Source: an optimization exercise on an open RTL-to-GDS flow (aim: small area). Production flows keep margins and buffers that such runs may drop.
At most, simulation tests tie the RTL to the original design; equivalence was not proved.
Power and IR drop assume default switching activity.

==> module pipeline_top, before the edit <==
module pipeline_top(
    input         clk,
    input         reset,
    output [8:0]  imem_addr,
    input  [31:0] imem_rdata,
    output [7:0]  dmem_addr,
    input  [63:0] dmem_rdata,
    output [63:0] dmem_wdata,
    output        dmem_we
    );
    reg [63:0] r0, r1, r2, r3;    
    reg [3:0]  valid;             
    reg [3:0]  we;                
    reg [3:0]  hold;              
    reg [8:0] pc;
    always @(posedge clk or posedge reset)
        if (reset) pc <= 9'd0;
        else       pc <= pc + 9'd1;
    assign imem_addr = pc;
    wire [3:0] f_op    = imem_rdata[31:28];
    wire [1:0] f_ra    = imem_rdata[27:26];
    wire       f_load  = (f_op == 4'b1010);
    wire       f_store = (f_op == 4'b1011);
    wire       f_wreg  = ~(f_store | (f_op == 4'b1111));
    wire       f_mem   = f_load | f_store;
    wire [1:0] f_dst   = f_load ? f_ra : imem_rdata[23:22];
    wire [3:0] valid_next = valid | we;
    reg       d_mem, d_wreg;
    reg [3:0] d_nrsel;            
    reg [1:0] d_dst;
    reg [7:0] d_addr;
    always @(posedge clk or posedge reset)
        if (reset) begin
            d_mem  <= 1'b0;
            d_wreg <= 1'b0;
        end else begin
            d_mem  <= f_mem;
            d_wreg <= f_wreg;
        end
    always @(posedge clk) begin
        d_nrsel[0] <= ~(valid_next[0] & (f_ra == 2'd0));
        d_nrsel[1] <= ~(valid_next[1] & (f_ra == 2'd1));
        d_nrsel[2] <= ~(valid_next[2] & (f_ra == 2'd2));
        d_nrsel[3] <= ~(valid_next[3] & (f_ra == 2'd3));
        d_dst  <= f_dst;
        d_addr <= imem_rdata[21:14];
    end
    wire [63:0] p01 = ~(({64{d_nrsel[0]}} | r0) & ({64{d_nrsel[1]}} | r1));
    wire [63:0] p23 = ~(({64{d_nrsel[2]}} | r2) & ({64{d_nrsel[3]}} | r3));
    wire [63:0] rdata = p01 | p23;
    reg        e_mem, e_wreg;
    reg [1:0]  e_dst;
    reg [7:0]  e_addr;
    reg [63:0] e_val;
    always @(posedge clk or posedge reset)
        if (reset) begin
            e_mem  <= 1'b0;
            e_wreg <= 1'b0;
        end else begin
            e_mem  <= d_mem;
            e_wreg <= d_wreg;
        end
    always @(posedge clk) begin
        e_dst  <= d_dst;
        e_addr <= d_addr;
        e_val  <= rdata;
    end
    reg        m_mem, m_wreg;
    reg [1:0]  m_dst;
    reg [7:0]  m_addr;
    reg [63:0] m_val;
    always @(posedge clk or posedge reset)
        if (reset) begin
            m_mem  <= 1'b0;
            m_wreg <= 1'b0;
        end else begin
            m_mem  <= e_mem;
            m_wreg <= e_wreg;
        end
    always @(posedge clk) begin
        m_dst  <= e_dst;
        m_addr <= e_addr;
        m_val  <= e_val;
    end
    wire   m_load     = m_mem & m_wreg;
    assign dmem_we    = m_mem & ~m_wreg;
    assign dmem_addr  = m_addr;
    assign dmem_wdata = m_val;
    reg [63:0] w_nval;    
    wire [3:0] m_we;
    assign m_we[0] = m_wreg & (m_dst == 2'd0);
    assign m_we[1] = m_wreg & (m_dst == 2'd1);
    assign m_we[2] = m_wreg & (m_dst == 2'd2);
    assign m_we[3] = m_wreg & (m_dst == 2'd3);
    always @(posedge clk or posedge reset)
        if (reset) we <= 4'b0;
        else       we <= m_we;
    always @(posedge clk) begin
        hold  <= ~m_we;
        w_nval <= ~(m_load ? dmem_rdata : m_val);
    end
    always @(posedge clk or posedge reset)
        if (reset) valid <= 4'b0;
        else       valid <= valid_next;
    always @(posedge clk) begin
        r0 <= ({64{we[0]}} & w_nval) | ({64{hold[0]}} & r0);
        r1 <= ({64{we[1]}} & w_nval) | ({64{hold[1]}} & r1);
        r2 <= ({64{we[2]}} & w_nval) | ({64{hold[2]}} & r2);
        r3 <= ({64{we[3]}} & w_nval) | ({64{hold[3]}} & r3);
    end
endmodule
Settings: LEC_CHECK=0, CAP_MARGIN=20, CORE_MARGIN=2, CORE_UTILIZATION=40, SLEW_MARGIN=20; clock period 5.0 ns.
standard.sh (not shown) runs the stock make flow with config.mk's settings and CLKGATE_MAP_FILE= SYNTH_SCRIPT=/design/flow/synth_recipe.tcl, a recipe that flattens the netlist after the stock synthesis.
==> flow/flow/run.sh <==
#!/bin/bash
# Standard ORFS layout (standard.sh) in two parts: after the floorplan, every
# cell is swapped to its smallest drive strength (flow/downsize.tcl), so that
# the later repair steps size up only where needed.  Ports are buffered by the
# smallest buffer and the clock tree is built from small clock buffers.
set -euo pipefail
ARGS=(BUFFER_PORTS_ARGS="-buffer_cell sky130_fd_sc_hd__buf_1"
      CTS_ARGS="-sink_clustering_enable -repair_clock_nets -dont_use_dummy_load -buf_list sky130_fd_sc_hd__clkbuf_4 -sink_clustering_size 10 -sink_clustering_max_diameter 50" )
bash standard.sh "${ARGS[@]}" floorplan > standard_floorplan.log 2>&1
DOWNSIZE_ODB=orfs/results/$FLOW_PLATFORM/pipeline_top/base/2_floorplan.odb \
  openroad -no_init -exit flow/downsize.tcl > downsize.log 2>&1
bash standard.sh "${ARGS[@]}" finish > standard_finish.log 2>&1
==> flow/flow/downsize.tcl <==
# Swap every standard cell of the synthesized netlist to the smallest drive
# strength of the same cell, before placement; the flow's own repair steps
# then size up or buffer only where slew, capacitance or timing need it.
set odb $::env(DOWNSIZE_ODB)
read_db $odb
set db [ord::get_db]
set block [ord::get_db_block]
set masters {}
foreach lib [$db getLibs] {
  foreach m [$lib getMasters] {
    dict set masters [$m getName] $m
  }
}
set n 0
foreach inst [$block getInsts] {
  set m [$inst getMaster]
  set name [$m getName]
  if {![regexp {^(sky130_fd_sc_hd__[a-z0-9]+)_([0-9]+)$} $name -> base drv]} { continue }
  if {[string match *tap* $base] || [string match *fill* $base] || [string match *decap* $base]} { continue }
  set best $m
  set best_area [expr {[$m getWidth] * [$m getHeight]}]
  dict for {cand cm} $masters {
    if {![regexp "^${base}_\[0-9\]+\$" $cand]} { continue }
    if {[string match *lpflow* $cand] || [string match *probe* $cand]} { continue }
    set a [expr {[$cm getWidth] * [$cm getHeight]}]
    if {$a < $best_area} { set best $cm; set best_area $a }
  }
  if {$best ne $m} {
    $inst swapMaster $best
    incr n
  }
}
puts "downsize: swapped $n instances"
write_db $odb
Edit:
--- a/flow/design.v
+++ b/flow/design.v
@@ -8,11 +8,10 @@
     input  [63:0] dmem_rdata,
     output [63:0] dmem_wdata,
     output        dmem_we
     );
     reg [63:0] r0, r1, r2, r3;    
-    reg [3:0]  valid;             
     reg [3:0]  we;                
     reg [3:0]  hold;              
     reg [8:0] pc;
     always @(posedge clk or posedge reset)
         if (reset) pc <= 9'd0;
@@ -23,11 +22,10 @@
     wire       f_load  = (f_op == 4'b1010);
     wire       f_store = (f_op == 4'b1011);
     wire       f_wreg  = ~(f_store | (f_op == 4'b1111));
     wire       f_mem   = f_load | f_store;
     wire [1:0] f_dst   = f_load ? f_ra : imem_rdata[23:22];
-    wire [3:0] valid_next = valid | we;
     reg       d_mem, d_wreg;
     reg [3:0] d_nrsel;            
     reg [1:0] d_dst;
     reg [7:0] d_addr;
     always @(posedge clk or posedge reset)
@@ -37,14 +35,14 @@
         end else begin
             d_mem  <= f_mem;
             d_wreg <= f_wreg;
         end
     always @(posedge clk) begin
-        d_nrsel[0] <= ~(valid_next[0] & (f_ra == 2'd0));
-        d_nrsel[1] <= ~(valid_next[1] & (f_ra == 2'd1));
-        d_nrsel[2] <= ~(valid_next[2] & (f_ra == 2'd2));
-        d_nrsel[3] <= ~(valid_next[3] & (f_ra == 2'd3));
+        d_nrsel[0] <= (f_ra != 2'd0);
+        d_nrsel[1] <= (f_ra != 2'd1);
+        d_nrsel[2] <= (f_ra != 2'd2);
+        d_nrsel[3] <= (f_ra != 2'd3);
         d_dst  <= f_dst;
         d_addr <= imem_rdata[21:14];
     end
     wire [63:0] p01 = ~(({64{d_nrsel[0]}} | r0) & ({64{d_nrsel[1]}} | r1));
     wire [63:0] p23 = ~(({64{d_nrsel[2]}} | r2) & ({64{d_nrsel[3]}} | r3));
@@ -92,21 +90,21 @@
     assign m_we[0] = m_wreg & (m_dst == 2'd0);
     assign m_we[1] = m_wreg & (m_dst == 2'd1);
     assign m_we[2] = m_wreg & (m_dst == 2'd2);
     assign m_we[3] = m_wreg & (m_dst == 2'd3);
     always @(posedge clk or posedge reset)
-        if (reset) we <= 4'b0;
-        else       we <= m_we;
+        if (reset) begin
+            we   <= 4'b1111;
+            hold <= 4'b1111;
+        end else begin
+            we   <= m_we;
+            hold <= ~m_we;
+        end
+    always @(posedge clk)
+        w_nval <= ~(m_load ? dmem_rdata : m_val);
     always @(posedge clk) begin
-        hold  <= ~m_we;
-        w_nval <= ~(m_load ? dmem_rdata : m_val);
-    end
-    always @(posedge clk or posedge reset)
-        if (reset) valid <= 4'b0;
-        else       valid <= valid_next;
-    always @(posedge clk) begin
-        r0 <= ({64{we[0]}} & w_nval) | ({64{hold[0]}} & r0);
-        r1 <= ({64{we[1]}} & w_nval) | ({64{hold[1]}} & r1);
-        r2 <= ({64{we[2]}} & w_nval) | ({64{hold[2]}} & r2);
-        r3 <= ({64{we[3]}} & w_nval) | ({64{hold[3]}} & r3);
+        r0 <= ({64{we[0]}} | r0) & ({64{hold[0]}} | w_nval);
+        r1 <= ({64{we[1]}} | r1) & ({64{hold[1]}} | w_nval);
+        r2 <= ({64{we[2]}} | r2) & ({64{hold[2]}} | w_nval);
+        r3 <= ({64{we[3]}} | r3) & ({64{hold[3]}} | w_nval);
     end
 endmodule
Result: The new run completed with no timing, DRC or antenna violations; non-clock buffer count stays the same; count of clock-buffer cells in the layout stays the same; routed wire length went down by a few percent; flip-flop and latch count is lower by 4; critical path depth is unchanged; setup slack loses 75 ps; hold slack degrades by 23 ps; final area went down slightly.

The RTL this note starts from:
==> flow/design.v <==
`timescale 1ns / 1ps
module pipeline_top(
    input         clk,
    input         reset,
    output [8:0]  imem_addr,
    input  [31:0] imem_rdata,
    output [7:0]  dmem_addr,
    input  [63:0] dmem_rdata,
    output [63:0] dmem_wdata,
    output        dmem_we
    );
    reg [8:0] pc;
    always @(posedge clk or posedge reset)
        if (reset) pc <= 9'd0;
        else       pc <= pc + 9'd1;
    assign imem_addr = pc;
    wire [3:0] f_op    = imem_rdata[31:28];
    wire       f_load  = (f_op == 4'b1010);
    wire       f_store = (f_op == 4'b1011);
    wire       f_wreg  = ~(f_store | (f_op == 4'b1111));
    wire [1:0] f_dst   = f_load ? imem_rdata[27:26] : imem_rdata[23:22];
    reg       d_store, d_wreg;
    reg       d_load;
    reg [1:0] d_ra, d_dst;
    reg [7:0] d_addr;
    always @(posedge clk or posedge reset)
        if (reset) begin
            d_store <= 1'b0;
            d_wreg  <= 1'b0;
        end else begin
            d_store <= f_store;
            d_wreg  <= f_wreg;
        end
    always @(posedge clk) begin
        d_load <= f_load;
        d_ra   <= imem_rdata[27:26];
        d_dst  <= f_dst;
        d_addr <= imem_rdata[21:14];
    end
    reg [63:0] r0, r1, r2, r3;
    reg [3:0]  valid;
    wire [3:0] rsel;
    assign rsel[0] = valid[0] & (d_ra == 2'd0);
    assign rsel[1] = valid[1] & (d_ra == 2'd1);
    assign rsel[2] = valid[2] & (d_ra == 2'd2);
    assign rsel[3] = valid[3] & (d_ra == 2'd3);
    wire [63:0] rdata = ({64{rsel[0]}} & r0) | ({64{rsel[1]}} & r1) |
                        ({64{rsel[2]}} & r2) | ({64{rsel[3]}} & r3);
    reg        e_store, e_wreg;
    reg        e_load;
    reg [1:0]  e_dst;
    reg [7:0]  e_addr;
    reg [63:0] e_val;
    always @(posedge clk or posedge reset)
        if (reset) begin
            e_store <= 1'b0;
            e_wreg  <= 1'b0;
        end else begin
            e_store <= d_store;
            e_wreg  <= d_wreg;
        end
    always @(posedge clk) begin
        e_load <= d_load;
        e_dst  <= d_dst;
        e_addr <= d_addr;
        e_val  <= rdata;
    end
    reg        m_store, m_wreg;
    reg        m_load;
    reg [1:0]  m_dst;
    reg [7:0]  m_addr;
    reg [63:0] m_val;
    always @(posedge clk or posedge reset)
        if (reset) begin
            m_store <= 1'b0;
            m_wreg  <= 1'b0;
        end else begin
            m_store <= e_store;
            m_wreg  <= e_wreg;
        end
    always @(posedge clk) begin
        m_load <= e_load;
        m_dst  <= e_dst;
        m_addr <= e_addr;
        m_val  <= e_val;
    end
    assign dmem_we    = m_store;
    assign dmem_addr  = m_addr;
    assign dmem_wdata = m_val;
    reg        w_wreg;
    reg [1:0]  w_dst;
    reg [63:0] w_val;
    always @(posedge clk or posedge reset)
        if (reset) w_wreg <= 1'b0;
        else       w_wreg <= m_wreg;
    always @(posedge clk) begin
        w_dst <= m_dst;
        w_val <= m_load ? dmem_rdata : m_val;
    end
    wire [3:0] we;
    assign we[0] = w_wreg & (w_dst == 2'd0);
    assign we[1] = w_wreg & (w_dst == 2'd1);
    assign we[2] = w_wreg & (w_dst == 2'd2);
    assign we[3] = w_wreg & (w_dst == 2'd3);
    always @(posedge clk or posedge reset)
        if (reset) valid <= 4'b0;
        else       valid <= valid | we;
    always @(posedge clk) begin
        if (we[0]) r0 <= w_val;
        if (we[1]) r1 <= w_val;
        if (we[2]) r2 <= w_val;
        if (we[3]) r3 <= w_val;
    end
endmodule
==> flow/config.mk <==
export PLATFORM = sky130hd
export DESIGN_NAME = pipeline_top
export DESIGN_NICKNAME = pipeline_top
export VERILOG_FILES = /design/flow/design.v
export SDC_FILE = /design/flow/constraint.sdc
export NUM_CORES = 4
export LEC_CHECK = 0
export ABC_AREA = 1
export CAP_MARGIN = 20
export CORE_MARGIN = 2
export CORE_UTILIZATION = 40
export SLEW_MARGIN = 20
==> flow/constraint.sdc <==
create_clock -name core_clock -period 5.0 [get_ports {clk}]
set_input_delay 1.0000 -clock core_clock [delete_from_list [all_inputs] [get_ports {clk}]]
set_output_delay 1.0000 -clock core_clock [all_outputs]
set_load 0.01 [all_outputs]
run.sh (not shown) runs the stock make flow with config.mk's settings and CLKGATE_MAP_FILE= SYNTH_SCRIPT=/design/flow/synth_recipe.tcl, a recipe that flattens the netlist after the stock synthesis.
Stock flow here: none of the scripts above is used.
The first run completed with no timing, DRC or antenna violations.
==> next run, changes <==
--- a/flow/design.v
+++ b/flow/design.v
@@ -106,9 +106,9 @@
         if (reset) valid <= 4'b0;
         else       valid <= valid | we;
     always @(posedge clk) begin
-        if (we[0]) r0 <= w_val;
-        if (we[1]) r1 <= w_val;
-        if (we[2]) r2 <= w_val;
-        if (we[3]) r3 <= w_val;
+        r0 <= ({64{we[0]}} & w_val) | ({64{~we[0]}} & r0);
+        r1 <= ({64{we[1]}} & w_val) | ({64{~we[1]}} & r1);
+        r2 <= ({64{we[2]}} & w_val) | ({64{~we[2]}} & r2);
+        r3 <= ({64{we[3]}} & w_val) | ({64{~we[3]}} & r3);
     end
 endmodule
=> The changed run produced a clean layout. Clock power goes down by 6.2%. Total power goes down by 2.5%. Combinational power goes down by about 1%. Final area goes down by 0.53%. Routed wire length goes up by 2.6%. Count of clock-buffer cells in the layout goes up by 22.
Function was not checked in any run of this note: the RTL went through the layout flow alone.

afterwards: timing with drivers on the ports:
Ports are ideal in the flow. The routed layouts listed here were re-timed in OpenROAD. Step 1 (the two cells are an assumption about what drives the block):
set clk [get_ports {clk}]
set_driving_cell -lib_cell sky130_fd_sc_hd__clkbuf_16 $clk
set_driving_cell -lib_cell sky130_fd_sc_hd__buf_2 [delete_from_list [all_inputs] $clk]
Step 2 adds t to the input delays and takes it off the output delays; t is the mean of the earliest and latest rising clock arrival at the registers after step 1. Input paths then give back, and output paths get back, about the clock's delay inside the block. a / b / c = no drivers / after step 1 / after step 2; a / b = the first two.
run | t, ns | setup WS [ns] | worst slew at a driven data input, ns
the first run of note 1 | 0.831 | 2.448 / 2.404 / 2.968 | 0.05
the second run of note 1 | 0.822 | 2.373 / 2.326 / 2.886 | 0.04
the first run of note 2 | 0.625 | 2.423 / 2.370 / 2.430 | 0.05
the second run of note 2 | 0.617 | 2.105 / 2.105 / 2.105 | 0.06
After both steps setup and hold are still met in every run listed.
